From an optimization exercise on the open Yosys and OpenROAD flow, aimed at small area and a short achievable clock period; shortcuts taken in it are not production practice.

// top_diannao_node_vMAX
module top_diannao_node_vMAX (
        clk,
        i_inputs,
        i_synapses,
        i_op,
        i_nbout,
        i_load,
        o_to_edram
    );
    input           clk;
    input  [255:0]  i_inputs;
    input  [255:0]  i_synapses;
    input  [0:0]    i_op;
    input  [15:0]   i_nbout;
    input           i_load;
    output [15:0]   o_to_edram;
    function gt16;
        input [15:0] a, b;
        reg [15:0] g0, l0;
        reg [7:0] g1, l1;
        reg [3:0] g2, l2;
        reg [1:0] g3, l3;
        integer i;
        begin
            g0 = a & ~b;
            l0 = ~a & b;
            for (i = 0; i < 8; i = i + 1) begin
                g1[i] = g0[2*i+1] | (~l0[2*i+1] & g0[2*i]);
                l1[i] = l0[2*i+1] | (~g0[2*i+1] & l0[2*i]);
            end
            for (i = 0; i < 4; i = i + 1) begin
                g2[i] = g1[2*i+1] | (~l1[2*i+1] & g1[2*i]);
                l2[i] = l1[2*i+1] | (~g1[2*i+1] & l1[2*i]);
            end
            for (i = 0; i < 2; i = i + 1) begin
                g3[i] = g2[2*i+1] | (~l2[2*i+1] & g2[2*i]);
                l3[i] = l2[2*i+1] | (~g2[2*i+1] & l2[2*i]);
            end
  ...
==> flow/config.mk <==
export PLATFORM = sky130hd
export DESIGN_NAME = top_diannao_node_vMAX
export DESIGN_NICKNAME = top_diannao_node_vMAX
export VERILOG_FILES = /design/flow/design.v
export SDC_FILE = /design/flow/constraint.sdc
export NUM_CORES = 8
export LEC_CHECK = 0
export ABC_AREA = 1
export CAP_MARGIN = 10
export CORE_MARGIN = 2
export CORE_UTILIZATION = 40
export SETUP_SLACK_MARGIN = 5
export SLEW_MARGIN = 10
export SYNTH_HIERARCHICAL = 1
==> flow/constraint.sdc <==
create_clock -name core_clock -period 12.0 [get_ports {clk}]
set_input_delay 2.4000 -clock core_clock [delete_from_list [all_inputs] [get_ports {clk}]]
set_output_delay 2.4000 -clock core_clock [all_outputs]
set_load 0.01 [all_outputs]
standard.sh (not shown) runs the stock make flow with config.mk's settings and CLKGATE_MAP_FILE= SYNTH_SCRIPT=/design/flow/synth_recipe.tcl, a recipe that flattens the netlist after the stock synthesis.
==> flow/flow/run.sh <==
#!/bin/bash
# Standard ORFS layout (the standard.sh, standard synthesis unchanged), with
# extra settings for timing repair, clock tree and port buffers.
set -euo pipefail
bash standard.sh SETUP_SLACK_MARGIN=8.2 "CTS_ARGS=-sink_clustering_enable -repair_clock_nets -sink_clustering_size 30 -sink_clustering_max_diameter 80 -dont_use_dummy_load" "BUFFER_PORTS_ARGS=-buffer_cell sky130_fd_sc_hd__buf_1" finish > standard.log 2>&1
Next try:
--- a/flow/design.v
+++ b/flow/design.v
@@ -21,35 +21,33 @@
     input  [255:0]  i_synapses;
     input  [0:0]    i_op;
     input  [15:0]   i_nbout;
     input           i_load;
     output [15:0]   o_to_edram;
     function gt16;
         input [15:0] a, b;
-        reg [15:0] g0, l0;
-        reg [7:0] g1, l1;
-        reg [3:0] g2, l2;
-        reg [1:0] g3, l3;
-        integer i;
+        reg [15:0] G, P, Gn, Pn;
+        integer i, d;
         begin
-            g0 = a & ~b;
-            l0 = ~a & b;
-            for (i = 0; i < 8; i = i + 1) begin
-                g1[i] = g0[2*i+1] | (~l0[2*i+1] & g0[2*i]);
-                l1[i] = l0[2*i+1] | (~g0[2*i+1] & l0[2*i]);
+            G = a & ~b;
+            P = a | ~b;
+            for (d = 1; d < 16; d = d * 2) begin
+                for (i = 0; i < 16; i = i + 1) begin
+                    if (i % (2*d) == 2*d-1) begin
+                        Gn[i] = G[i] | (P[i] & G[i-d]);
+                        Pn[i] = P[i] & P[i-d];
+                    end else begin
+                        Gn[i] = G[i];
+                        Pn[i] = P[i];
+                    end
+                end
+                G = Gn;
+                P = Pn;
             end
-            for (i = 0; i < 4; i = i + 1) begin
-                g2[i] = g1[2*i+1] | (~l1[2*i+1] & g1[2*i]);
-                l2[i] = l1[2*i+1] | (~g1[2*i+1] & l1[2*i]);
-            end
-            for (i = 0; i < 2; i = i + 1) begin
-                g3[i] = g2[2*i+1] | (~l2[2*i+1] & g2[2*i]);
-                l3[i] = l2[2*i+1] | (~g2[2*i+1] & l2[2*i]);
-            end
-            gt16 = g3[1] | (~l3[1] & g3[0]);
+            gt16 = G[15];
         end
     endfunction
     function [15:0] max4;
         input [15:0] a, b, c, d;
         reg ab, ac, ad, bc, bd, cd;
         begin
             ab = gt16(a, b);
@@ -81,29 +79,27 @@
             x2 = s1 ^ c1;
             csa4 = {(s1[14:0] & c1[14:0]) | (d[14:0] & x2[14:0]), 1'b0, x2 ^ d};
         end
     endfunction
     reg  [239:0] mag_a;
     reg  [239:0] mag_b;
     reg  [15:0]  sgn1;
-    reg  [239:0] cs0;
-    reg  [223:0] cs1;         
+    reg  [239:0] cs0, cs1;
     reg  [15:0]  csc;
     reg  [15:0]  sgn2;
     reg  [63:0]  gsum0, gmax;
     reg  [59:0]  gsum1;       
     reg  [15:0]  rsum0, rmax;
     reg  [15:1]  rsum1;
     reg  [15:0]  out_reg;     
     reg  [15:0]  out_copy;    
     assign o_to_edram = out_copy;
-    wire [239:0] h0_all;
+    wire [239:0] h0_all, h1_all;
     wire [15:0]  ci_all;
     wire [255:0] prod;
-    wire [223:0] h1_lo;
     genvar j, k;
     generate
         for (j = 0; j < 16; j = j + 1) begin : lane
             always @(posedge clk) begin
                 mag_a[15*j +: 15] <= i_inputs[16*j +: 15];
                 mag_b[15*j +: 15] <= i_synapses[16*j +: 15];
                 sgn1[j]           <= i_inputs[16*j+15] ^ i_synapses[16*j+15];
@@ -693,20 +689,20 @@
             wire g54 = lg[5] | (lp[5] & lg[4]), p54 = lp[5] & lp[4];
             wire g76 = lg[7] | (lp[7] & lg[6]), p76 = lp[7] & lp[6];
             wire g98 = lg[9] | (lp[9] & lg[8]), p98 = lp[9] & lp[8];
             wire g30 = g32 | (p32 & g10);
             wire g74 = g76 | (p76 & g54), p74 = p76 & p54;
             wire g70 = g74 | (p74 & g30);
             assign ci = g98 | (p98 & g70);
-            assign h0 = {s336 ^ c335, s334, s332, s330, s328, s326, s324, s322, s320, s318, s316, s314, s312, s310, s308};
-            assign h1 = {1'b0, c333, c331, c329, c327, c325, c323, c321, c319, c317, c315, c313, c311, c309, c307};
+            assign h0 = {s336, s334, s332, s330, s328, s326, s324, s322, s320, s318, s316, s314, s312, s310, s308};
+            assign h1 = {c335, c333, c331, c329, c327, c325, c323, c321, c319, c317, c315, c313, c311, c309, c307};
             assign h0_all[15*j +: 15] = h0;
-            assign h1_lo[14*j +: 14] = h1[13:0];
+            assign h1_all[15*j +: 15] = h1;
             assign ci_all[j] = ci;
-            wire [15:0] psum = {cs0[15*j +: 15], 1'b1} + {1'b0, cs1[14*j +: 14], csc[j]};
+            wire [15:0] psum = {cs0[15*j +: 15], 1'b1} + {cs1[15*j +: 15], csc[j]};
             assign prod[16*j +: 16] = {sgn2[j], psum[15:1]};
         end
     endgenerate
     wire [63:0] gsum0_d, gsum1_d, gmax_d;
     generate
         for (k = 0; k < 4; k = k + 1) begin : grp
             wire [15:0] p0 = prod[64*k +: 16];
@@ -733,15 +729,15 @@
     wire        take = gt16(rmax, out_reg);
     wire [15:0] fin_max = take ? rmax : out_reg;
     wire [15:0] fin     = i_op[0] ? fin_max : fin_sum;
     wire [15:0] fin_max_c = ({16{take}} & rmax) | ({16{~take}} & out_reg);
     wire [15:0] fin_c     = i_op[0] ? fin_max_c : fin_sum;
     always @(posedge clk) begin
         cs0     <= h0_all;
-        cs1     <= h1_lo;
+        cs1     <= h1_all;
         csc     <= ci_all;
         sgn2    <= sgn1;
         gsum0   <= gsum0_d;
         gsum1   <= {gsum1_d[63:49], gsum1_d[47:33], gsum1_d[31:17], gsum1_d[15:1]};
         gmax    <= gmax_d;
         rsum0   <= i_op[0] ? ms[15:0]  : ss[15:0];
         rsum1   <= i_op[0] ? ms[31:17] : ss[31:17];
Result: Worst setup slack degrades by 0.021 ns; utilization climbs by 0.17 points; wire length is lower by 2.9%; critical path depth stays the same; synthesized area fell by 0.30%; sequential share of layout area rose by 0.27 points; clock-buffer cell count rises by 3; hold slack got worse by 0.011 ns; via count shrinks by 1.2%; design area is about the same; flip-flop and latch count grows by 16; register-to-register slack got worse by 0.05 ns.
Function was not checked in any run of this note: the RTL went through the layout flow alone.

[re-timing with driven ports]
The results above use ideal ports. As a check the final layouts listed here were re-extracted and re-timed, cells and wires unchanged.
Step 1 assumes that a clkbuf_16 drives the clock port and a buf_2 every other input.
Step 2 also shifts input and output timing later by t, the mid clock arrival at the registers, as if the neighbouring blocks saw the same clock.
Three values: ideal ports, drivers, drivers and shift; two values: the first two.
| run | shift t [ns] | slack for setup (ns) | worst slew at a driven data input, ns |
|---|---|---|---|
| the first run | 0.950 | 8.207 / 8.107 / 7.405 | 0.22 |
| the second run | 0.963 | 8.186 / 8.079 / 7.450 | 0.15 |
After both steps setup and hold are still met in every run listed. The setup slack of the first run, which loses most, moves by -0.100 ns with the drivers and by -0.802 ns with both steps.
